Background: an optimization exercise with open tools, aiming at small area and a short achievable clock period. Do not read the settings as production practice.
At most, simulation tests tie the RTL to the original design; equivalence was not proved.
No functional check of the RTL was part of runs 1 to 4 and 6.
Power figures rest on the tool's default switching activity, not on a simulated workload.

[flow/design.v]
`timescale 1ns / 1ps
module processor_top (
    input wire clk,
    input wire resetn,
    input wire [15:0] instruction_input,
    input wire mem_write,
    output wire [15:0] PC_out
);
    integer i;
    reg st_e, st_w;                  
    wire st_f = ~st_e & ~st_w;
    always @(posedge clk or negedge resetn) begin
        if (!resetn) begin
            st_e <= 1'b0;
            st_w <= 1'b0;
        end else begin
            st_e <= st_f;
            st_w <= st_e;
        end
    end
    reg  [15:0] pc;
    wire [15:0] pc_next;
    always @(posedge clk or negedge resetn) begin
        if (!resetn)
            pc <= 16'd0;
        else if (st_w)
            pc <= pc_next;
    end
    assign PC_out = pc;
    reg [15:0] imem [0:31];
    reg [4:0]  ra;
    always @(posedge clk) begin
        for (i = 0; i < 32; i = i + 1)
            if (mem_write && pc[4:0] == i)
                imem[i] <= instruction_input;
    end
    always @(posedge clk or negedge resetn) begin
        if (!resetn)
            ra <= 5'd0;
        else
            ra <= pc[4:0];
    end
    reg [15:0] imem_q;
    always @(*) begin
        imem_q = 16'd0;
        for (i = 0; i < 32; i = i + 1)
            imem_q = imem_q | ({16{ra == i}} & imem[i]);
    end
    reg [15:0] ir;
    always @(posedge clk) begin
        if (st_f)
            ir <= imem_q;
    end
    wire [3:0] op = ir[15:12];
    wire [3:0] fn = ir[7:4];
    wire [3:0] rd = ir[11:8];
    wire [3:0] rs = ir[3:0];
    wire op_rr   = (op == 4'b0000);
    wire op_mem  = (op == 4'b0100);
    wire is_sub  = (op == 4'b1001) | (op == 4'b1011) | (op_rr & (fn == 4'b1001 | fn == 4'b1011));
    wire is_sext = (op == 4'b0101) | (op == 4'b1001) | (op == 4'b1011);
    wire is_zext = (op == 4'b0001) | (op == 4'b0010) | (op == 4'b0011) | (op == 4'b1101);
    wire is_lui  = (op == 4'b1111);
    wire is_lshi = (op == 4'b1000) & (fn[3:1] == 3'b000);
    wire c_sum   = (op == 4'b0101) | (op == 4'b1001) | (op_rr & (fn == 4'b0101 | fn == 4'b1001));
    wire c_and   = (op == 4'b0001) | (op_rr & fn == 4'b0001);
    wire c_xor   = (op == 4'b0011) | (op_rr & fn == 4'b0011);
    wire c_pass  = (op == 4'b1101) | is_lui | (op_rr & fn == 4'b1101);
    wire c_sh    = (op == 4'b1000);
    wire c_ld    = op_mem & (fn == 4'b0000);
    wire c_or    = (op == 4'b0010) | (op_rr & ~(fn == 4'b0101 | fn == 4'b1001 | fn == 4'b1011 |
                                                fn == 4'b0001 | fn == 4'b0011 | fn == 4'b1101));
    wire wen     = c_sum | c_and | c_xor | c_pass | c_sh | c_ld | c_or;
    reg [15:0] rf [0:15];
    reg [15:0] rv;
    wire [15:0] wd;
    wire        rf_we = st_w & wen;
    always @(posedge clk) begin
        for (i = 0; i < 16; i = i + 1)
            if (rf_we && rd == i)
                rf[i] <= wd;
    end
    always @(posedge clk or negedge resetn) begin
        if (!resetn)
            rv <= 16'd0;
        else
            for (i = 0; i < 16; i = i + 1)
                if (rf_we && rd == i)
                    rv[i] <= 1'b1;
    end
    reg [15:0] rdat_d, rdat_s;
    always @(*) begin
        rdat_d = 16'd0;
        rdat_s = 16'd0;
        for (i = 0; i < 16; i = i + 1) begin
            rdat_d = rdat_d | ({16{rd == i && rv[i]}} & rf[i]);
            rdat_s = rdat_s | ({16{rs == i && rv[i]}} & rf[i]);
        end
    end
    reg [15:0] A, B;
    wire [15:0] yimm = is_lui  ? {ir[7:0], 8'h00} :
                       is_lshi ? {11'd0, ir[4:0]} :
                                 {{8{is_sext & ir[7]}}, ir[7:0]};
    wire        use_imm = is_sext | is_zext | is_lui | is_lshi;
    wire [15:0] y = use_imm ? yimm : rdat_s;
    always @(posedge clk) begin
        A <= rdat_d;
        B <= is_sub ? ~y : y;
    end
    reg [15:0] dmem [0:31];
    reg        sp;                   
    always @(posedge clk) begin
        sp <= st_e & op_mem & (fn == 4'b0100);
        for (i = 0; i < 32; i = i + 1)
            if (sp && B[4:0] == i)
                dmem[i] <= A;
    end
    reg [15:0] mdata;
    always @(*) begin
        mdata = 16'd0;
        for (i = 0; i < 32; i = i + 1)
            mdata = mdata | ({16{B[4:0] == i}} & dmem[i]);
    end
    wire z = ~|(A | B);
    reg  taken;
    always @(*) begin
        case (rd)
            4'd0, 4'd13: taken = z;
            4'd1, 4'd12: taken = ~z;
            4'd3, 4'd5, 4'd7, 4'd9, 4'd10, 4'd14: taken = 1'b1;
            default: taken = 1'b0;
        endcase
    end
    wire is_jal = op_mem & (fn == 4'b1000);
    wire is_jc  = op_mem & (fn == 4'b1100);
    wire is_bc  = (op == 4'b1100);
    wire jump   = is_jal | (is_jc & taken);
    wire inc    = ~(is_bc & taken) | ir[0];
    assign pc_next = jump ? B : pc + {15'd0, inc};
    wire [15:0] sum = A + B + {15'd0, is_sub};
    wire [31:0] shx = {16'd0, A} << {~B[4], B[3:0]};
    assign wd = ({16{c_sum}}  & sum)      |
                ({16{c_and}}  & (A & B))  |
                ({16{c_or}}   & (A | B))  |
                ({16{c_xor}}  & (A ^ B))  |
                ({16{c_pass}} & B)        |
                ({16{c_sh}}   & shx[31:16]) |
                ({16{c_ld}}   & mdata);
endmodule
[flow/run.sh]
#!/bin/bash
# synth_recipe.tcl (not shown) runs the flow's synth.tcl, then flattens the netlist and writes it again
# the make line also repeats each setting of config.mk as NAME=value (left out here)
make -C /OpenROAD-flow-scripts/flow DESIGN_CONFIG=/design/flow/config.mk WORK_HOME=/design/flow/orfs CLKGATE_MAP_FILE= SYNTH_SCRIPT=/design/flow/synth_recipe.tcl finish
[flow/config.mk]
export PLATFORM = sky130hd
export DESIGN_NAME = processor_top
export DESIGN_NICKNAME = processor_top
export VERILOG_FILES = /design/flow/design.v
export SDC_FILE = /design/flow/constraint.sdc
export NUM_CORES = 4
export LEC_CHECK = 0
export CAP_MARGIN = 20
export CORE_MARGIN = 2
export CORE_UTILIZATION = 40
export CTS_BUF_LIST = sky130_fd_sc_hd__clkbuf_4 sky130_fd_sc_hd__clkbuf_8
export CTS_CLUSTER_SIZE = 30
export SLEW_MARGIN = 20
[flow/constraint.sdc]
create_clock -name core_clock -period 15.0 [get_ports {clk}]
set_input_delay 3.0000 -clock core_clock [delete_from_list [all_inputs] [get_ports {clk}]]
set_output_delay 3.0000 -clock core_clock [all_outputs]
set_load 0.01 [all_outputs]
==> results of run 1 <==
-- stage by stage --
stage / util / setup slack, ns
6_report: 0.462 / 9.58
5_1_grt: 0.462 / 9.55
4_1_cts: 0.461 / 9.49
3_5_place_dp: 0.428 / 9.43
3_3_place_gp: 0.428 / 9.40
2_1_floorplan: - / 10.52
-- cells in the mapped netlist, types with 9 or more instances --
cell | count | area [um2]
mux2i_1 | 33 | 330
dfxtp_1 | 33 | 661
inv_1 | 46 | 173
nor2_1 | 162 | 608
edfxtp_1 | 1296 | 38900
o211ai_1 | 11 | 82.6
xnor2_1 | 22 | 193
or3_1 | 15 | 93.8
nor2b_1 | 15 | 93.8
and2_1 | 39 | 244
and3_1 | 47 | 294
o21bai_1 | 23 | 173
nor3_1 | 26 | 130
clkbuf_1 | 153 | 574
or4_1 | 11 | 82.6
nand4_1 | 90 | 563
buf_1 | 9 | 33.8
a221oi_1 | 136 | 1190
o21ai_0 | 37 | 185
ha_1 | 35 | 438
dfrtp_1 | 39 | 976
nor4_1 | 27 | 169
nand2_1 | 198 | 743
a21oi_1 | 39 | 195
buf_2 | 28 | 140
nand3_1 | 48 | 240
a22o_1 | 136 | 1190
nand2b_1 | 11 | 68.8
a22oi_1 | 519 | 3900
-- layer usage --
metal  vias up  share of wire  wire [um]
li1      14600              -          -
met1     18300           0.38      71900
met2      2803           0.45      85200
met3       544           0.12      23700
met4         8          0.052       9990
met5         -        0.00025         47
-- placed cells by master (no fill, tap or decap), types with 71 or more instances in the layout --
cell and instances:
nor2_2 88, a22o_1 136, nand4_1 90, clkbuf_8 228, buf_4 168, clkbuf_4 71, a22oi_1 519, nand2_1 198
edfxtp_1 1296, a221oi_1 136
-- sequential cells by signal, summed over array words and instances (netlist names) --
signal / count
pc: 16
sp: 1
rv: 16
st_w: 1
st_e: 1
ra: 5
A: 16
rf: 256
B: 16
imem: 512
dmem: 512
ir: 16
-- cells by family after synthesis --
logic type,Yosys count,synth area share
and+or+nand+nor,726,0.0670
xor gates and xnor gates,27,0.00438
muxes,43,0.00966
adders and majority gates,37,0.00885
AOI/OAI and AO/OA,979,0.141
buffers and inverters,246,0.0183
DFF,1368,0.751
-- worst max path at each step --
stage                      start               endpoint  depth (start not counted)
4_1_cts        pc[2]$_DFFE_PN0P_              PC_out[2]                          1
2_1_floorplan          mem_write  imem[20][0]$_DFFE_PP_                          3
6_report       pc[2]$_DFFE_PN0P_              PC_out[2]                          1
5_1_grt        pc[2]$_DFFE_PN0P_              PC_out[2]                          1
3_3_place_gp           mem_write  imem[19][8]$_DFFE_PP_                          4
3_5_place_dp           mem_write  imem[1][10]$_DFFE_PP_                          4
-- power by group through the flow --
| stage | logic (mW) | registers, mW | clock network [mW] |
|---|---|---|---|
| floorplan | 0.138 | 4.28 | 0 |
| global placement | 0.268 | 4.29 | 0 |
| detailed placement | 0.269 | 4.29 | 0 |
| CTS | 0.270 | 4.21 | 3.28 |
| global route | 0.291 | 4.21 | 3.44 |
| finish | 0.279 | 4.21 | 3.26 |
-- area by class of cell --
class,instances,share of cell area
Sequential cell,1368,0.656
Multi-Input combinational cell,1812,0.207
Clock buffer,299,0.0594
Tap cell,1768,0.0358
Timing Repair Buffer,205,0.0257
Clock inverter,105,0.0130
Inverter,49,0.00298
Antenna cell,4,0.000162
==> flow_summary.yaml, run 1 <==
global_routing:
  antenna_found_initial: 10
  grt-busiest-layer: "met2"
  grtUsageMet1: 0.364
  grt_remaining_overflow: 0
  grt_pass1_vias: 34200
  grtUsageMet2: 0.411
  grt_use_met3: 0.0771
  grt_pass1_wl_mm: 264
  grt_max_degree: 40
  grt_util_all_layers: 0.273
yosys:
  netlist_instances: 3426
  yosysWarnings: 4
  netlist_area_um2: 54000
  ys_seq_area_frac: 0.751
  synth.avg_cell_area_um2: 15.8
  ys_dominant_reg_cell: "edfxtp_1"
  syn_nets: 3482
  async_flop_share: 0.0285
  synth-seq-cells: 1368
  ys_types: 84
  synth_edf_count: 1296
cells_and_area:
  drive_gt1_frac: 0.175
  fill_cells: 11600
  area.growth.synth_to_final_pct: 14.4
  final_cell_area_um2: 61800
  nNetsFinal: 3708
  multi_input_area_um2: 12800
  regArea_um2: 40600
  final_cells: 5610
timing:
  setup_viol: 0
  rsz0062_at_grt: "no"
  tightest_slew_ns: 1.29
  slew_headroom: 0.141
  period_needed_ns: 5.42
  timing.final.max_slew_violations: 0
  finalCritPeriodShare: 0.361
  finalClockSkew_ns: 0.0954
  setup_tns_ns: 0
  fmax_mhz: 185
  hold_slack_ns: 0.448
  hold_viol_final: 0
setup_path:
  rrSetupSlack_ns: 9.99
  crit_required_ns: 12.00
  crit_path_max_fanout: 13
  timing.rr.start: "ir[13]$_DFFE_PP_"
  crit_family: "flip-flops"
  rr_worst_depth: 13
  crit_buf_inv: 1
  r2r_end: "rf[13][14]$_DFFE_PP_"
  cp_slowest_cell: "dfrtp_1"
  cp-start-kind: "flop"
  end_kind: "output pin"
  arrival_ns: 2.42
  worstSetupPathType: "flop to output pin"
  max_stage_delay_ns: 0.78
  path_cells: "clkdlybuf4s50_1"
placed_design:
  placed_cells: 5199
  post_dp_cell_area_um2: 57200
  io_buffers: 34
  gp_congestion: 0.942
  dp_hpwl_mm: 115
clocking:
  insertion_delay_ns: 0.97
  ctsResizeCount: 0
  cts_buffers: 216
  holdBufCountCts: 0
  clk_path_buf_depth: 3
  cts-root-buf: "clkbuf_8"
  clk_pin_slew_ns: 0.06
  cts_tree: "built"
  htree_levels: 4
  cts_setup_buffers: 0
  clock_sinks: 1368
min_path:
  holdPathStages: 0
  worstHoldPathType: "flop to flop"
  hp-start: "st_e$_DFF_PN0_"
  holdPathEnd: "st_w$_DFF_PN0_"
floorplan:
  rows: 134
  fp.coreArea_um2: 134000
  die_w_um: 371
  die_h_um: 371
  die_area_um2: 138000
  io_pins: 35
  initial_core_util: 0.404
outcome:
  status: "finished clean"
power:
  p_sw_frac: 0.230
  power.switching_mw: 1.78
  peakVddDrop_mv: 0.0883
  power_mw: 7.75
  p_per_area_nw_per_um2: 125
  leakage_nw: 20.4
  p_int_mw: 5.97
  p_clk_frac: 0.420
  seq_power_share: 0.544
  comb_power_share: 0.036
detailed_routing:
  antenna_left: 0
  firstDrtPassIters: 7
  drc: 0
  via_count: 36200
  viasPerCell: 6.45
  drt_wl_total_mm: 191
  wl_per_cell_um: 34.0
  drt-initial-drc-count: 6118
job:
  max-cap-violations: 0
==> run 2, diff against run 1 <==
--- a/flow/config.mk
+++ b/flow/config.mk
@@ -9,5 +9,3 @@
 export CORE_MARGIN = 2
 export CORE_UTILIZATION = 40
-export CTS_BUF_LIST = sky130_fd_sc_hd__clkbuf_4 sky130_fd_sc_hd__clkbuf_8
-export CTS_CLUSTER_SIZE = 30
 export SLEW_MARGIN = 20
==> run 2 against run 1 <==
  * Setup slack better by 0.19 ns
  * Highest routed layer unchanged
  * Still clean on timing, DRC and antenna
  * Worst hold slack worse by 0.0011 ns
  * Core utilization is 0.094 points higher
  * Final cell count is 2.6% lower
==> flow_summary.yaml, run 2 <==
timing:
  slew_headroom: 0.171
  finalCritPeriodShare: 0.349
  fmax_mhz: 191
  fin_ws_ns: 9.77
  finalClockSkew_ns: 0.0260
  tightest_slew_ns: 1.23
  timing.final.max_slew_violations: 0
  setup_viol: 0
  setup_tns_ns: 0
  period_needed_ns: 5.23
  hold_viol_final: 0
  rsz0062_at_grt: "no"
  hold_slack_ns: 0.447
placed_design:
  placed_cells: 5199
  io_buffers: 34
  place_ws_ns: 9.43
  dp_hpwl_mm: 115
  gp_congestion: 0.942
  post_dp_cell_area_um2: 57200
clocking:
  clk_pin_slew_ns: 0.06
  ctsResizeCount: 0
  cts_setup_buffers: 0
  cts_tree: "built"
  htree_levels: 4
  clk_path_buf_depth: 3
  holdBufCountCts: 0
  cts_buffers: 144
  insertion_delay_ns: 0.79
  cts-root-buf: "clkbuf_16"
  clock_sinks: 1368
setup_path:
  crit_buf_inv: 1
  crit_family: "flip-flops"
  max_stage_delay_ns: 0.77
  end_kind: "output pin"
  arrival_ns: 2.23
  worstSetupPathType: "flop to output pin"
  path_cells: "clkdlybuf4s50_1"
  crit_path_max_fanout: 13
  rrSetupSlack_ns: 10.04
  cp-start-kind: "flop"
  crit_required_ns: 12.00
  cp_slowest_cell: "dfrtp_1"
yosys:
  synth_area_leaders: "edfxtp_1, a22oi_1, a221oi_1"
  yosysWarnings: 4
  yosysTopAreaCell: "edfxtp_1"
  yosys-top-cells-count: "edfxtp_1, a22oi_1, nand2_1"
  synth_edf_count: 1296
  synth.avg_cell_area_um2: 15.8
  syn_nets: 3482
  netlist_instances: 3426
  synth.most_common_cell: "edfxtp_1"
  ys_types: 84
  async_flop_share: 0.0285
  ys_seq_area_frac: 0.751
  synth_top_area_frac: 0.721
  ys_dominant_reg_cell: "edfxtp_1"
  synth-seq-cells: 1368
  netlist_area_um2: 54000
global_routing:
  grt_remaining_overflow: 0
  grt_util_all_layers: 0.272
  antenna_found_initial: 7
  grt_pass1_wl_mm: 262
  grt_max_degree: 40
  grt_pass1_vias: 33500
floorplan:
  io_pins: 35
  rows: 134
  initial_core_util: 0.404
  die_w_um: 371
  die_area_um2: 138000
  fp.coreArea_um2: 134000
  die_h_um: 371
cells_and_area:
  post-route-util: 0.463
  top_regs: "dmem: 512 flops, imem: 512 flops, rf: 256 flops"
  nNetsFinal: 3635
  area.growth.synth_to_final_pct: 14.7
  final_cells: 5464
  multi_input_area_um2: 12800
  regArea_um2: 40600
  drive_gt1_frac: 0.139
  layout_common_cells: "edfxtp_1, a22oi_1, nand2_1"
  fill_cells: 11500
  layout_commonest_cell: "edfxtp_1"
  final_cell_area_um2: 61900
detailed_routing:
  drc: 0
  drt-initial-drc-count: 6250
  antenna_left: 0
  firstDrtPassIters: 7
  via_count: 35800
  drt_wl_total_mm: 190
  viasPerCell: 6.55
  wl_per_cell_um: 34.7
outcome:
  status: "finished clean"
min_path:
  worstHoldPathType: "flop to flop"
power:
  power_mw: 8.00
  peakVddDrop_mv: 0.0989
  p_per_area_nw_per_um2: 129
  leakage_nw: 20.3
job:
  max-cap-violations: 0
==> run 2: cell counts after synthesis <==
No cell type changed its count.
==> run 2: cells by family after synthesis <==
logic type,after synthesis,share of synthesized area
XOR/XNOR,27,0.00438
AND/OR/NAND/NOR,726,0.0670
adder cells (fa/ha/maj),37,0.00885
buffers and inverters,246,0.0183
AO/OA/AOI/OAI,979,0.141
flip-flops,1368,0.751
multiplexers,43,0.00966
==> run 2: area by class of cell <==
| class | count | share of cell area |
|---|---|---|
| repair buffers | 204 | 0.0255 |
| flip-flops and latches | 1368 | 0.655 |
| well taps | 1768 | 0.0357 |
| inverters | 49 | 0.00297 |
| clock inverters | 79 | 0.0136 |
| diodes | 4 | 0.000162 |
| multi-input cells | 1812 | 0.206 |
| clock buffers | 180 | 0.0607 |
==> run 2: power by group <==
part / switching [mW] / internal (mW) / leakage, nW
Sequential: 0.0192 / 4.19 / 12.6
Clock: 1.52 / 1.99 / 2.23
Combinational: 0.208 / 0.0720 / 5.50
Total: 1.74 / 6.25 / 20.3
==> run 2: final timing paths <==
| path | startpoint | endpoint | cells past startpoint |
|---|---|---|---|
| setup reg to reg | ir[13]$_DFFE_PP_ | rf[5][14]$_DFFE_PP_ | 13 |
| max in group asynchronous | resetn | rv[5]$_DFFE_PN0P_ | 1 |
| min in group asynchronous | resetn | pc[10]$_DFFE_PN0P_ | 1 |
| setup / recovery | pc[2]$_DFFE_PN0P_ | PC_out[2] | 1 |
| hold reg to reg | st_e$_DFF_PN0_ | st_w$_DFF_PN0_ | 0 |
| hold / removal | st_e$_DFF_PN0_ | st_w$_DFF_PN0_ | 0 |
==> run 2: routing by layer <==
layer  track usage  vias up  routed length [um]
met5      0.000350        -                  23
met4         0.122        4                9470
met3        0.0711      502               24500
met2         0.414     2904               84700
met1         0.366    18000               70900
li1              -    14400                   -
==> run 3, diff against run 2 <==
==> flow/flow/run.sh (new file) <==
#!/bin/bash
# The standard layout (the standard.sh: ORFS synthesis through finish), with timing repair
# asked to keep more setup slack than the clock period needs, so that it also shortens the paths
# that already meet the clock. The clock, constraints and everything else are the standard flow's.
set -euo pipefail
bash standard.sh SETUP_SLACK_MARGIN=10.8 finish > make_finish.log 2>&1
==> flow/standard.sh (new file) <==
#!/bin/bash
# synth_recipe.tcl (not shown) runs the flow's synth.tcl, then flattens the netlist and writes it again
# the make line also repeats each setting of config.mk as NAME=value (left out here)
make -C /OpenROAD-flow-scripts/flow DESIGN_CONFIG=/design/flow/config.mk WORK_HOME=/design/flow/orfs CLKGATE_MAP_FILE= SYNTH_SCRIPT=/design/flow/synth_recipe.tcl "${@:-finish}"
removed: flow/run.sh
==> run 3 against run 2 <==
  * Sequential share of layout area is 1.0 points lower
  * Wire length is 0.15% higher
  * Synthesized cell count unchanged
  * Non-clock buffer count grew 58
  * First-iteration DRC count is 2.1% lower
  * Sequential power hardly changed
  * Critical path depth is the same
  * Via count rose by 0.99%
  * Clock skew is 0.032 ns higher
  * Critical path type unchanged
  * Critical endpoint is now PC_out[1]
  * Largest cell class unchanged
  * Largest power group unchanged
==> flow_summary.yaml, run 3 <==
outcome:
  status: "finished clean"
clocking:
  cts_buffers: 144
  clock_sinks: 1368
  clk_path_buf_depth: 3
  insertion_delay_ns: 0.81
  cts_tree: "built"
  htree_levels: 4
  holdBufCountCts: 0
  cts-root-buf: "clkbuf_16"
  clk_pin_slew_ns: 0.06
timing:
  rsz0062_at_grt: "yes"
  period_needed_ns: 4.46
  hold_viol_final: 0
  timing.final.max_slew_violations: 0
  slew_headroom: 0.169
  fin_ws_ns: 10.54
  setup_viol: 0
  finalCritPeriodShare: 0.297
  finalClockSkew_ns: 0.0580
  setup_tns_ns: 0
  hold_slack_ns: 0.437
  fmax_mhz: 224
  tightest_slew_ns: 1.25
floorplan:
  io_pins: 35
  die_h_um: 371
  initial_core_util: 0.404
  fp.coreArea_um2: 134000
  rows: 134
  die_area_um2: 138000
  die_w_um: 371
placed_design:
  gp_congestion: 0.909
  dp_hpwl_mm: 115
  io_buffers: 34
  place_ws_ns: 9.47
detailed_routing:
  drc: 0
  firstDrtPassIters: 6
  drt_wl_total_mm: 190
  wl_per_cell_um: 34.4
  antenna_left: 0
  drt-initial-drc-count: 6118
  via_count: 36100
  viasPerCell: 6.55
yosys:
  netlist_area_um2: 54000
  yosysTopAreaCell: "edfxtp_1"
  yosys-top-cells-count: "edfxtp_1, a22oi_1, nand2_1"
  ys_seq_area_frac: 0.751
  ys_types: 84
  synth.avg_cell_area_um2: 15.8
  syn_nets: 3482
  async_flop_share: 0.0285
  synth_edf_count: 1296
  ys_dominant_reg_cell: "edfxtp_1"
  synth_top_area_frac: 0.721
  synth.most_common_cell: "edfxtp_1"
  synth_area_leaders: "edfxtp_1, a22oi_1, a221oi_1"
  yosysWarnings: 4
  netlist_instances: 3426
  synth-seq-cells: 1368
setup_path:
  crit_buf_inv: 1
  startpoint: "pc[1]$_DFFE_PN0P_"
  arrival_ns: 1.46
  worstSetupPathType: "flop to output pin"
  crit_path_max_fanout: 2
  timing.rr.start: "ir[12]$_DFFE_PP_"
  path_cells: "buf_6"
  crit_family: "flip-flops"
  end_kind: "output pin"
  crit_required_ns: 12.00
  cp_slowest_cell: "dfrtp_2"
  cp-start-kind: "flop"
  max_stage_delay_ns: 0.50
global_routing:
  grt_util_all_layers: 0.271
  grt_remaining_overflow: 0
  antenna_found_initial: 7
  grt_pass1_vias: 34000
  grt_pass1_wl_mm: 262
  grt_max_degree: 40
cells_and_area:
  nNetsFinal: 3694
  area.growth.synth_to_final_pct: 16.6
  post-route-util: 0.471
  layout_commonest_cell: "edfxtp_1"
  drive_gt1_frac: 0.166
  layout_common_cells: "edfxtp_1, a22oi_1, buf_4"
  top_regs: "dmem: 512 flops, imem: 512 flops, rf: 256 flops"
power:
  p_per_area_nw_per_um2: 128
  leakage_nw: 20.7
  peakVddDrop_mv: 0.112
  power_mw: 8.04
min_path:
  worstHoldPathType: "flop to flop"
  hp-start: "st_e$_DFF_PN0_"
job:
  max-cap-violations: 0
==> run 3: cell types whose count changed in the layout (fill, tap and decap cells not counted), sizes merged <==
cell and delta:
buf +79, clkbuf -5, clkdlybuf4s50 -21, clkinv -6
clkinvlp +4, diode +1, inv +2, or4 +1
==> run 3: area by class of cell <==
type,instances,area (um2)
diodes,5,12.5
clock buffers,175,3740
clock inverters,79,922
fillers,11500,70800
inverters,49,203
multi-input cells,1813,13000
flip-flops and latches,1368,40600
well taps,1768,2210
repair buffers,262,2310
==> run 3: cell families (layout without fill, tap and decap cells) <==
logic type | after synthesis | after routing | synth area share
adder cells (fa/ha/maj) | 37 | 37 | 0.00885
flip-flops | 1368 | 1368 | 0.751
buffers and inverters | 246 | 565 | 0.0183
multiplexers | 43 | 43 | 0.00966
other | 0 | 5 | 0
AND/OR/NAND/NOR | 726 | 727 | 0.0670
XOR/XNOR | 27 | 27 | 0.00438
AO/OA/AOI/OAI | 979 | 979 | 0.141
==> run 3: per-layer routing <==
metal	GRT usage	part of all wire	vias up
met5	0	0.000068	-
met4	0.113	0.046	2
met3	0.0703	0.13	520
met2	0.416	0.45	2791
met1	0.367	0.38	18300
li1	-	-	14500
==> run 3: what timing repair did <==
item,4_1_cts,5_1_grt
gates resized for setup,130,19
buffers inserted,55,7
cloned,0,1
pin swaps,19,6
endpoints found under the setup margin,502,146
endpoints found under the hold margin,0,0
==> run 3: through the flow <==
| step | cells | area [um2] |
|---|---|---|
| 6_report | 5519 | 63000 |
| 2_1_floorplan | 3426 | 54100 |
| 4_1_cts | 5506 | 62700 |
| 3_3_place_gp | 5193 | 57200 |
| 3_5_place_dp | 5197 | 57300 |
| 5_1_grt | 5515 | 63000 |
==> run 3: path summary, 6_finish.rpt <==
check / to / depth (start not counted) / slack [ns]
worst max-delay path: PC_out[1] / 1 / 10.54
worst min-delay path: st_w$_DFF_PN0_ / 0 / 0.44
worst max register to register: rf[10][14]$_DFFE_PP_ / 13 / 10.93
worst min register to register: st_w$_DFF_PN0_ / 0 / 0.44
max in group asynchronous: pc[2]$_DFFE_PN0P_ / 1 / 11.98
min in group asynchronous: pc[0]$_DFFE_PN0P_ / 1 / 2.34
==> run 3: report_power, final <==
group	internal [mW]	leakage, nW	switching (mW)
clock network	1.99	2.25	1.54
logic	0.0802	5.94	0.221
registers	4.19	12.5	0.0148
total	6.27	20.7	1.77
==> run 4, diff against run 3 <==
--- a/flow/design.v
+++ b/flow/design.v
@@ -99,4 +99,5 @@
     end
     reg [15:0] A, B;
+    reg        sub_q;                
     wire [15:0] yimm = is_lui  ? {ir[7:0], 8'h00} :
                        is_lshi ? {11'd0, ir[4:0]} :
@@ -107,4 +108,5 @@
         A <= rdat_d;
         B <= is_sub ? ~y : y;
+        sub_q <= is_sub;
     end
     reg [15:0] dmem [0:31];
@@ -137,6 +139,8 @@
     wire jump   = is_jal | (is_jc & taken);
     wire inc    = ~(is_bc & taken) | ir[0];
-    assign pc_next = jump ? B : pc + {15'd0, inc};
-    wire [15:0] sum = A + B + {15'd0, is_sub};
+    wire [15:0] pc_inc = pc + 16'd1;
+    assign pc_next = jump ? B : (inc ? pc_inc : pc);
+    wire [16:0] sum1 = {A, 1'b1} + {B, sub_q};
+    wire [15:0] sum  = sum1[16:1];
     wire [31:0] shx = {16'd0, A} << {~B[4], B[3:0]};
     assign wd = ({16{c_sum}}  & sum)      |
==> flow/flow/run.sh (replaced) <==
#!/bin/bash
# The standard layout (the standard.sh: ORFS synthesis through finish), with timing repair
# asked to keep more setup slack than the clock period needs, so that it also shortens the paths
# that already meet the clock, and clock tree synthesis without dummy loads. The clock,
# constraints and everything else are the standard flow's.
set -euo pipefail
bash standard.sh SETUP_SLACK_MARGIN=11 \
  "CTS_ARGS=-sink_clustering_enable -repair_clock_nets -dont_use_dummy_load -sink_clustering_size 30 -sink_clustering_max_diameter 60" \
  finish > make_finish.log 2>&1
--- a/flow/config.mk
+++ b/flow/config.mk
@@ -8,4 +8,4 @@
 export CAP_MARGIN = 20
 export CORE_MARGIN = 2
-export CORE_UTILIZATION = 40
+export CORE_UTILIZATION = 55
 export SLEW_MARGIN = 20
==> run 4 against run 3 <==
  * Still clean on timing, DRC and antenna
  * Die area fell by 27%
  * Clock skew rose by 0.020 ns
  * Maximum frequency rose by 2.2%
  * Total power fell by 14%
  * Setup slack improved by 0.095 ns
  * Wire length rose by 0.62%
  * Critical path depth did not move
  * Clock-buffer cell count fell by 80
  * Critical path type unchanged
  * Largest cell class unchanged
  * Largest power group unchanged
==> flow_summary.yaml, run 4 <==
cells_and_area:
  layout_common_cells: "edfxtp_1, a22oi_1, buf_4"
  area.growth.synth_to_final_pct: 10.9
  drive_gt1_frac: 0.135
  nNetsFinal: 3634
  layout_commonest_cell: "edfxtp_1"
  top_regs: "dmem: 512 flops, imem: 512 flops, rf: 256 flops"
  post-route-util: 0.613
setup_path:
  crit_required_ns: 12.00
  max_stage_delay_ns: 0.55
  crit_family: "flip-flops"
  end_kind: "output pin"
  timing.rr.start: "B[3]$_DFF_P_"
  cp_slowest_cell: "dfrtp_4"
  crit_buf_inv: 1
  path_cells: "buf_6"
  startpoint: "pc[4]$_DFFE_PN0P_"
  worstSetupPathType: "flop to output pin"
  crit_path_max_fanout: 2
  arrival_ns: 1.37
  cp-start-kind: "flop"
global_routing:
  antenna_found_initial: 8
  grt_pass1_wl_mm: 264
  grt_max_degree: 40
  grt_pass1_vias: 34000
  grt_util_all_layers: 0.376
  grt_remaining_overflow: 0
outcome:
  status: "finished clean"
detailed_routing:
  viasPerCell: 7.32
  firstDrtPassIters: 6
  via_count: 35600
  drc: 0
  antenna_left: 0
  wl_per_cell_um: 39.3
  drt-initial-drc-count: 6200
  drt_wl_total_mm: 191
job:
  max-cap-violations: 0
yosys:
  synth_top_area_frac: 0.720
  synth_area_leaders: "edfxtp_1, a22oi_1, a22o_1"
  ys_dominant_reg_cell: "edfxtp_1"
  async_flop_share: 0.0285
  yosysWarnings: 4
  ys_seq_area_frac: 0.750
  ys_types: 81
  synth_edf_count: 1296
  syn_nets: 3483
  yosys-top-cells-count: "edfxtp_1, a22oi_1, clkbuf_1"
  netlist_instances: 3424
  netlist_area_um2: 54100
  synth.most_common_cell: "edfxtp_1"
  synth-seq-cells: 1369
  yosysTopAreaCell: "edfxtp_1"
  synth.avg_cell_area_um2: 15.8
clocking:
  insertion_delay_ns: 0.72
  htree_levels: 3
  cts_tree: "built"
  cts_buffers: 95
  holdBufCountCts: 0
  clk_pin_slew_ns: 0.07
  cts-root-buf: "clkbuf_16"
  clk_path_buf_depth: 3
  clock_sinks: 1369
min_path:
  hp-start: "st_e$_DFF_PN0_"
  worstHoldPathType: "flop to flop"
power:
  leakage_nw: 19.9
  p_sw_frac: 0.219
  p_per_area_nw_per_um2: 116
  power.switching_mw: 1.52
  peakVddDrop_mv: 0.0966
  seq_power_share: 0.611
  comb_power_share: 0.057
  p_int_mw: 5.43
  p_clk_frac: 0.333
  power_mw: 6.95
placed_design:
  place_ws_ns: 9.50
  gp_congestion: 0.957
  dp_hpwl_mm: 119
  io_buffers: 34
timing:
  finalClockSkew_ns: 0.0782
  fin_ws_ns: 10.63
  setup_tns_ns: 0
  timing.final.max_slew_violations: 0
  finalCritPeriodShare: 0.291
  fmax_mhz: 229
  slew_headroom: 0.156
  rsz0062_at_grt: "yes"
  period_needed_ns: 4.37
  setup_viol: 0
  hold_viol_final: 0
  tightest_slew_ns: 1.27
floorplan:
  rows: 115
  die_h_um: 318
  fp.coreArea_um2: 97800
  die_area_um2: 101000
  io_pins: 35
  initial_core_util: 0.553
  die_w_um: 318
run 4: layout make-up:
type	instances	area, um2
timing repair buffer	249	2120
multi-input combinational	1808	13100
tap	1287	1610
antenna	4	10.0
fill	7180	37900
inverter	52	195
sequential	1369	40600
clock buffer	95	2380
run 4: logic make-up after synthesis:
group,count (synthesis),synth area share
AO/OA/AOI/OAI,959,0.137
multiplexers,53,0.0106
AND/OR/NAND/NOR,729,0.0701
adder cells (fa/ha/maj),40,0.00940
buffers and inverters,247,0.0177
flip-flops,1369,0.750
XOR/XNOR,27,0.00437
run 4: timing repair:
action                                 in CTS  in global routing
gates cloned                                0                  0
gates resized for setup                   116                 10
endpoints found under the hold margin       0                  0
pin swaps                                  20                  8
buffers inserted                           44                 12
setup endpoints to repair                 752                203
run 4: worst paths after layout:
kind	slack, ns	depth (start not counted)	end
setup / recovery	10.63	1	PC_out[4]
hold / removal	0.45	0	st_w$_DFF_PN0_
setup reg to reg	11.12	8	rf[4][12]$_DFFE_PP_
hold reg to reg	0.45	0	st_w$_DFF_PN0_
max in group asynchronous	12.11	1	pc[4]$_DFFE_PN0P_
min in group asynchronous	2.35	1	rv[2]$_DFFE_PN0P_
run 4: stage by stage:
stage,hold slack [ns],instance area (um2),std cells
2_1_floorplan,0.368,54200,3424
3_3_place_gp,0.410,56700,4704
3_5_place_dp,0.413,56800,4707
4_1_cts,0.440,59700,4846
5_1_grt,0.461,59900,4860
6_report,0.448,60000,4864
run 4: layer usage:
metal | track usage | vias up | wire length (um)
li1 | - | 14300 | -
met3 | 0.0888 | 528 | 24900
met4 | 0.170 | 4 | 9620
met1 | 0.512 | 17900 | 70200
met2 | 0.581 | 2817 | 86400
met5 | 0 | - | 27
run 4: power groups by stage:
stage | Clock (mW) | Sequential, mW | Combinational, mW
2_1_floorplan | 0 | 4.31 | 0.189
3_3_place_gp | 0 | 4.33 | 0.356
3_5_place_dp | 0 | 4.33 | 0.363
4_1_cts | 2.32 | 4.25 | 0.373
5_1_grt | 2.46 | 4.25 | 0.410
6_report | 2.31 | 4.25 | 0.393
==> run 5, diff against run 4 <==
--- a/flow/design.v
+++ b/flow/design.v
@@ -30,8 +30,14 @@
     reg [15:0] imem [0:31];
     reg [4:0]  ra;
+    reg        pw;
+    reg [4:0]  pa;
+    reg [15:0] pd;
     always @(posedge clk) begin
+        pw <= mem_write;
+        pa <= pc[4:0];
+        pd <= instruction_input;
         for (i = 0; i < 32; i = i + 1)
-            if (mem_write && pc[4:0] == i)
-                imem[i] <= instruction_input;
+            if (pw && pa == i)
+                imem[i] <= pd;
     end
     always @(posedge clk or negedge resetn) begin
@@ -50,5 +56,5 @@
     always @(posedge clk) begin
         if (st_f)
-            ir <= imem_q;
+            ir <= (pw && pa == ra) ? pd : imem_q;
     end
     wire [3:0] op = ir[15:12];
==> run 5 against run 4 <==
  * Maximum frequency is 2.5% higher
  * Die area up 1.3%
  * Clock power grew 7%
  * Clock skew shrank 0.0025 ns
  * Worst hold slack improved by 0.038 ns
  * Sequential power grew 4%
  * Critical path depth unchanged
  * First-iteration DRC count up 23%
  * Sequential share of layout area down 0.15 points
  * Non-clock buffer count decreased by 21
  * Critical path type unchanged
  * Final cell count grew 1.8%
  * Via count up 3.2%
  * Critical endpoint unchanged
==> flow_summary.yaml, run 5 <==
clocking:
  clk_path_buf_depth: 3
  cts-root-buf: "clkbuf_16"
  insertion_delay_ns: 0.73
  cts_tree: "built"
  holdBufCountCts: 0
  cts_buffers: 106
  clock_sinks: 1391
  htree_levels: 3
  clk_pin_slew_ns: 0.08
power:
  peakVddDrop_mv: 0.112
  p_per_area_nw_per_um2: 125
  leakage_nw: 20.2
  power_mw: 7.61
cells_and_area:
  final_cell_area_um2: 60700
  nNetsFinal: 3722
  fill_cells: 7121
  drive_gt1_frac: 0.131
  final_cells: 4953
  post-route-util: 0.616
  area.growth.synth_to_final_pct: 10.8
  layout_commonest_cell: "edfxtp_1"
  multi_input_area_um2: 13400
  antenna_cells: 0
  regArea_um2: 41000
  top_regs: "dmem: 512 flops, imem: 512 flops, rf: 256 flops"
  layout_common_cells: "edfxtp_1, a22oi_1, nand2_1"
min_path:
  worstHoldPathType: "flop to flop"
  holdPathStages: 1
timing:
  slew_headroom: 0.193
  fmax_mhz: 235
  setup_viol: 0
  finalCritPeriodShare: 0.284
  hold_viol_final: 0
  hold_slack_ns: 0.487
  fin_ws_ns: 10.74
  finalClockSkew_ns: 0.0758
  period_needed_ns: 4.26
  tightest_slew_ns: 1.20
  rsz0062_at_grt: "yes"
  setup_tns_ns: 0
  timing.final.max_slew_violations: 0
yosys:
  yosysWarnings: 4
  synth_top_area_frac: 0.710
  ys_seq_area_frac: 0.748
  netlist_area_um2: 54800
  yosysTopAreaCell: "edfxtp_1"
  syn_nets: 3582
  async_flop_share: 0.0280
  synth_area_leaders: "edfxtp_1, a22oi_1, dfxtp_1"
  yosys-top-cells-count: "edfxtp_1, a22oi_1, nand2_1"
  ys_types: 78
  synth.avg_cell_area_um2: 15.5
  synth.most_common_cell: "edfxtp_1"
  netlist_instances: 3528
  synth-seq-cells: 1391
  ys_dominant_reg_cell: "edfxtp_1"
  synth_edf_count: 1296
global_routing:
  grt_util_all_layers: 0.381
  grt_max_degree: 40
  grt_pass1_vias: 35100
  grt_pass1_wl_mm: 270
  antenna_found_initial: 4
  grt_remaining_overflow: 0
detailed_routing:
  antenna_left: 0
  drt_wl_total_mm: 196
  wl_per_cell_um: 39.5
  drc: 0
  via_count: 36700
  drt-initial-drc-count: 7642
  viasPerCell: 7.41
  firstDrtPassIters: 9
job:
  max-cap-violations: 0
placed_design:
  placed_cells: 4813
  io_buffers: 34
  gp_congestion: 0.939
  post_dp_cell_area_um2: 57600
  dp_hpwl_mm: 116
  place_ws_ns: 10.37
setup_path:
  cp-start-kind: "flop"
  path_cells: "buf_6"
  crit_family: "flip-flops"
  arrival_ns: 1.26
  end_kind: "output pin"
  crit_path_max_fanout: 2
  r2r_end: "rf[13][8]$_DFFE_PP_"
  startpoint: "pc[4]$_DFFE_PN0P_"
  cp_slowest_cell: "dfrtp_2"
  critical_path_cell_count: 1
  crit_buf_inv: 1
  timing.rr.start: "B[3]$_DFF_P_"
  max_stage_delay_ns: 0.43
  rr_worst_depth: 9
  worstSetupPathType: "flop to output pin"
  crit_required_ns: 12.00
  crit_path_end: "PC_out[4]"
  rrSetupSlack_ns: 11.05
outcome:
  status: "finished clean"
floorplan:
  die_h_um: 320
  die_area_um2: 102000
  die_w_um: 320
  rows: 115
  initial_core_util: 0.556
  io_pins: 35
  fp.coreArea_um2: 98600
run 5: cell count changes in the layout (fill, tap and decap cells not counted), moves of 19 or more:
cell,change
nor3_1,+19
mux2_2,+19
nand2_1,+69
a221oi_1,-45
dfxtp_1,+21
a22oi_1,+101
a22o_1,-50
and3_1,-34
nor2_1,+39
run 5: how the worst min path moves through the flow:
| stage | start | endpoint | slack, ns |
|---|---|---|---|
| 2_1_floorplan | st_e$_DFF_PN0_ | st_w$_DFF_PN0_ | 0.37 |
| 6_report | rv[13]$_DFFE_PN0P_ | rv[13]$_DFFE_PN0P_ | 0.49 |
| 3_3_place_gp | st_e$_DFF_PN0_ | st_w$_DFF_PN0_ | 0.44 |
| 4_1_cts | st_e$_DFF_PN0_ | st_w$_DFF_PN0_ | 0.46 |
| 3_5_place_dp | st_e$_DFF_PN0_ | st_w$_DFF_PN0_ | 0.44 |
| 5_1_grt | st_e$_DFF_PN0_ | st_w$_DFF_PN0_ | 0.46 |
run 5: cells by family (layout without fill, tap and decap cells):
logic type / Yosys count / after routing / share of synthesized area
DFF: 1391 / 1391 / 0.748
buffers and inverters: 241 / 379 / 0.0170
adders and majority gates: 35 / 35 / 0.00813
and+or+nand+nor: 781 / 781 / 0.0703
xor gates and xnor gates: 31 / 31 / 0.00509
muxes: 68 / 68 / 0.0148
AOI/OAI and AO/OA: 981 / 981 / 0.136
run 5: final cells by class:
type | count | area share
clock buffers | 106 | 0.0437
inverters | 45 | 0.00290
multi-input cells | 1896 | 0.220
flip-flops and latches | 1391 | 0.675
well taps | 1287 | 0.0265
repair buffers | 228 | 0.0316
run 5: power by group:
part / switching (mW) / internal, mW / total (mW)
clock network: 1.25 / 1.24 / 2.48
registers: 0.0634 / 4.34 / 4.41
logic: 0.521 / 0.201 / 0.723
run 5: routing by layer:
| layer | GRT usage | vias up | routed length, um |
|---|---|---|---|
| li1 | - | 14600 | - |
| met1 | 0.549 | 18400 | 74500 |
| met2 | 0.553 | 3191 | 84200 |
| met3 | 0.114 | 582 | 28700 |
| met4 | 0.136 | 2 | 8150 |
| met5 | 0 | - | 11 |
run 5: what timing repair did:
item	CTS	global route
buffers inserted	27	5
setup endpoints to repair	449	162
cloned	0	0
gates resized for setup	92	13
pin swaps	8	2
==> run 6, diff against run 5 <==
--- a/flow/design.v
+++ b/flow/design.v
@@ -27,5 +27,12 @@
             pc <= pc_next;
     end
-    assign PC_out = pc;
+    reg  [15:0] pc_o;
+    always @(posedge clk or negedge resetn) begin
+        if (!resetn)
+            pc_o <= 16'd0;
+        else if (st_w & ~st_e)
+            pc_o <= pc_next;
+    end
+    assign PC_out = pc_o;
     reg [15:0] imem [0:31];
     reg [4:0]  ra;
==> run 6 against run 5 <==
  * Final area is 2.1% higher
  * Critical path depth unchanged
  * Sequential power increased by 3%
  * Die area increased by 2.5%
  * Largest cell class unchanged
==> flow_summary.yaml, run 6 <==
power:
  leakage_nw: 20.8
  p_per_area_nw_per_um2: 129
  peakVddDrop_mv: 0.0909
timing:
  setup_tns_ns: 0
  setup_viol: 0
  timing.final.max_slew_violations: 0
  rsz0062_at_grt: "yes"
  hold_viol_final: 0
  slew_headroom: 0.231
  fmax_mhz: 234
  finalClockSkew_ns: 0.0720
  fin_ws_ns: 10.72
  period_needed_ns: 4.28
  finalCritPeriodShare: 0.285
  hold_slack_ns: 0.497
  tightest_slew_ns: 1.15
yosys:
  netlist_area_um2: 56200
  netlist_instances: 3714
  synth_edf_count: 1296
  ys_types: 83
  synth.avg_cell_area_um2: 15.1
  async_flop_share: 0.0391
  synth-seq-cells: 1407
  syn_nets: 3768
  yosys-top-cells-count: "edfxtp_1, a22oi_1, nand2_1"
  synth_area_leaders: "edfxtp_1, a22oi_1, dfrtp_1"
  synth_top_area_frac: 0.693
  ys_dominant_reg_cell: "edfxtp_1"
  synth.most_common_cell: "edfxtp_1"
  yosysTopAreaCell: "edfxtp_1"
  ys_seq_area_frac: 0.737
  yosysWarnings: 4
clocking:
  clk_pin_slew_ns: 0.06
  cts_tree: "built"
  clk_path_buf_depth: 3
  htree_levels: 3
  cts_buffers: 106
  insertion_delay_ns: 0.72
  clock_sinks: 1407
  cts-root-buf: "clkbuf_16"
placed_design:
  io_buffers: 34
  place_ws_ns: 10.30
  dp_hpwl_mm: 120
  gp_congestion: 0.957
floorplan:
  io_pins: 35
  die_area_um2: 105000
  rows: 117
  die_w_um: 324
  fp.coreArea_um2: 102000
  initial_core_util: 0.553
  die_h_um: 324
min_path:
  worstHoldPathType: "flop to flop"
detailed_routing:
  drt_wl_total_mm: 197
  firstDrtPassIters: 8
  via_count: 37900
  antenna_left: 0
  wl_per_cell_um: 37.9
  viasPerCell: 7.28
  drt-initial-drc-count: 6620
  drc: 0
cells_and_area:
  nNetsFinal: 3897
  layout_common_cells: "edfxtp_1, a22oi_1, nand2_1"
  drive_gt1_frac: 0.134
  layout_commonest_cell: "edfxtp_1"
  top_regs: "dmem: 512 flops, imem: 512 flops, rf: 256 flops"
  area.growth.synth_to_final_pct: 10.4
global_routing:
  grtUsageMet2: 0.563
  grt_remaining_overflow: 0
  grt_pass1_wl_mm: 272
  grt_pass1_vias: 36100
  grt_max_degree: 56
  grtUsageMet1: 0.517
  antenna_found_initial: 5
  grt_use_met3: 0.0933
  grt_util_all_layers: 0.375
  grt-busiest-layer: "met2"
setup_path:
  cp_slowest_cell: "dfrtp_1"
  crit_required_ns: 12.00
  max_stage_delay_ns: 0.43
  arrival_ns: 1.28
  crit_family: "flip-flops"
  cp-start-kind: "flop"
  path_cells: "buf_2"
  crit_buf_inv: 1
  crit_path_max_fanout: 2
  end_kind: "output pin"
  worstSetupPathType: "flop to output pin"
job:
  max-cap-violations: 0
outcome:
  status: "finished clean"
[run 6: path summary, 6_finish.rpt]
check	slack [ns]	start	depth (start not counted)	to
setup reg to reg	11.01	B[3]$_DFF_P_	9	rf[8][7]$_DFFE_PP_
hold reg to reg	0.50	rv[4]$_DFFE_PN0P_	1	rv[4]$_DFFE_PN0P_
max in group asynchronous	11.85	resetn	2	pc_o[15]$_DFFE_PN0P_
min in group asynchronous	2.50	resetn	2	rv[12]$_DFFE_PN0P_
hold / removal	0.50	rv[4]$_DFFE_PN0P_	1	rv[4]$_DFFE_PN0P_
setup / recovery	10.72	pc_o[9]$_DFFE_PN0P_	1	PC_out[9]
[run 6: kinds of logic after synthesis]
kind of cell               Yosys count  synth area share
AOI/OAI and AO/OA                 1018             0.134
xor gates and xnor gates            39           0.00608
adders and majority gates           35           0.00793
buffers and inverters              263            0.0191
DFF                               1407             0.737
muxes                               59            0.0135
and+or+nand+nor                    893            0.0818
[run 6: through the flow]
step / cell area, um2 / instances / total power, mW / util
global route: 62000 / 5209 / 8.18 / 0.610
floorplan: 56200 / 3714 / 5.08 / -
global placement: 59100 / 5091 / 5.49 / 0.581
CTS: 61800 / 5203 / 7.94 / 0.608
finish: 62000 / 5210 / 7.98 / 0.610
detailed placement: 59100 / 5093 / 5.51 / 0.582
[run 6: routing by layer]
layer	routed length, um	vias up
met1	72200	19000
met3	26600	582
met2	87900	3153
met5	67	-
li1	-	15200
met4	10500	6
[run 6: area by class of cell]
type,instances,area [um2]
Inverter,43,161
Sequential cell,1407,41400
Timing Repair Buffer,241,1930
Fill cell,7625,39600
Tap cell,1368,1710
Multi-Input combinational cell,2044,14100
Clock buffer,106,2650
Antenna cell,1,2.50
[run 6: what timing repair did]
item | in CTS | in global routing
hold endpoints to repair | 0 | 0
resized for setup | 98 | 20
setup buffers | 4 | 6
setup endpoints to repair | 231 | 235
hold buffers | 0 | 0
pin swaps | 0 | 2
[run 6: where the power goes]
| part | switching, mW | internal, mW | total [mW] |
|---|---|---|---|
| sequential | 0.105 | 4.43 | 4.54 |
| clock | 1.26 | 1.24 | 2.49 |
| combinational | 0.680 | 0.272 | 0.953 |
| total | 2.04 | 5.94 | 7.98 |

[port drivers added, routing unchanged]
In the flow no input, the clock included, has a driving cell. The finished layouts below were timed again as built, in two steps.
Step 1 assumes that a clkbuf_16 drives the clock port and a buf_2 every other input.
Step 2 times the ports against the registers' clock, not the clock port: input delays grow and output delays shrink by t, the midpoint of the rising clock arrivals with the driver on.
Slacks: ideal ports / drivers / drivers and shift; pairs: ideal ports / drivers.
| run | t (ns) | setup WS [ns] | hold slack, ns | worst slew at a driven data input, ns |
|---|---|---|---|---|
| run 1 | 1.010 | 9.581 / 9.503 / 9.432 | 0.448 / 0.448 / 0.448 | 0.17 |
| run 2 | 0.855 | 9.772 / 9.696 / 9.393 | 0.447 / 0.447 / 0.447 | 0.17 |
| run 3 | 0.853 | 10.538 / 10.461 / 9.877 | 0.437 / 0.437 / 0.437 | 0.17 |
| run 4 | 0.748 | 10.632 / 10.558 / 10.188 | 0.448 / 0.448 / 0.448 | 0.13 |
| run 5 | 0.763 | 10.740 / 10.669 / 11.049 | 0.487 / 0.487 / 0.487 | 0.05 |
| run 6 | 0.768 | 10.720 / 10.649 / 11.005 | 0.497 / 0.497 / 0.497 | 0.05 |
After both steps setup and hold are still met in every run listed. The setup slack of run 3, which loses most, moves by -0.077 ns with the drivers and by -0.661 ns with both steps.
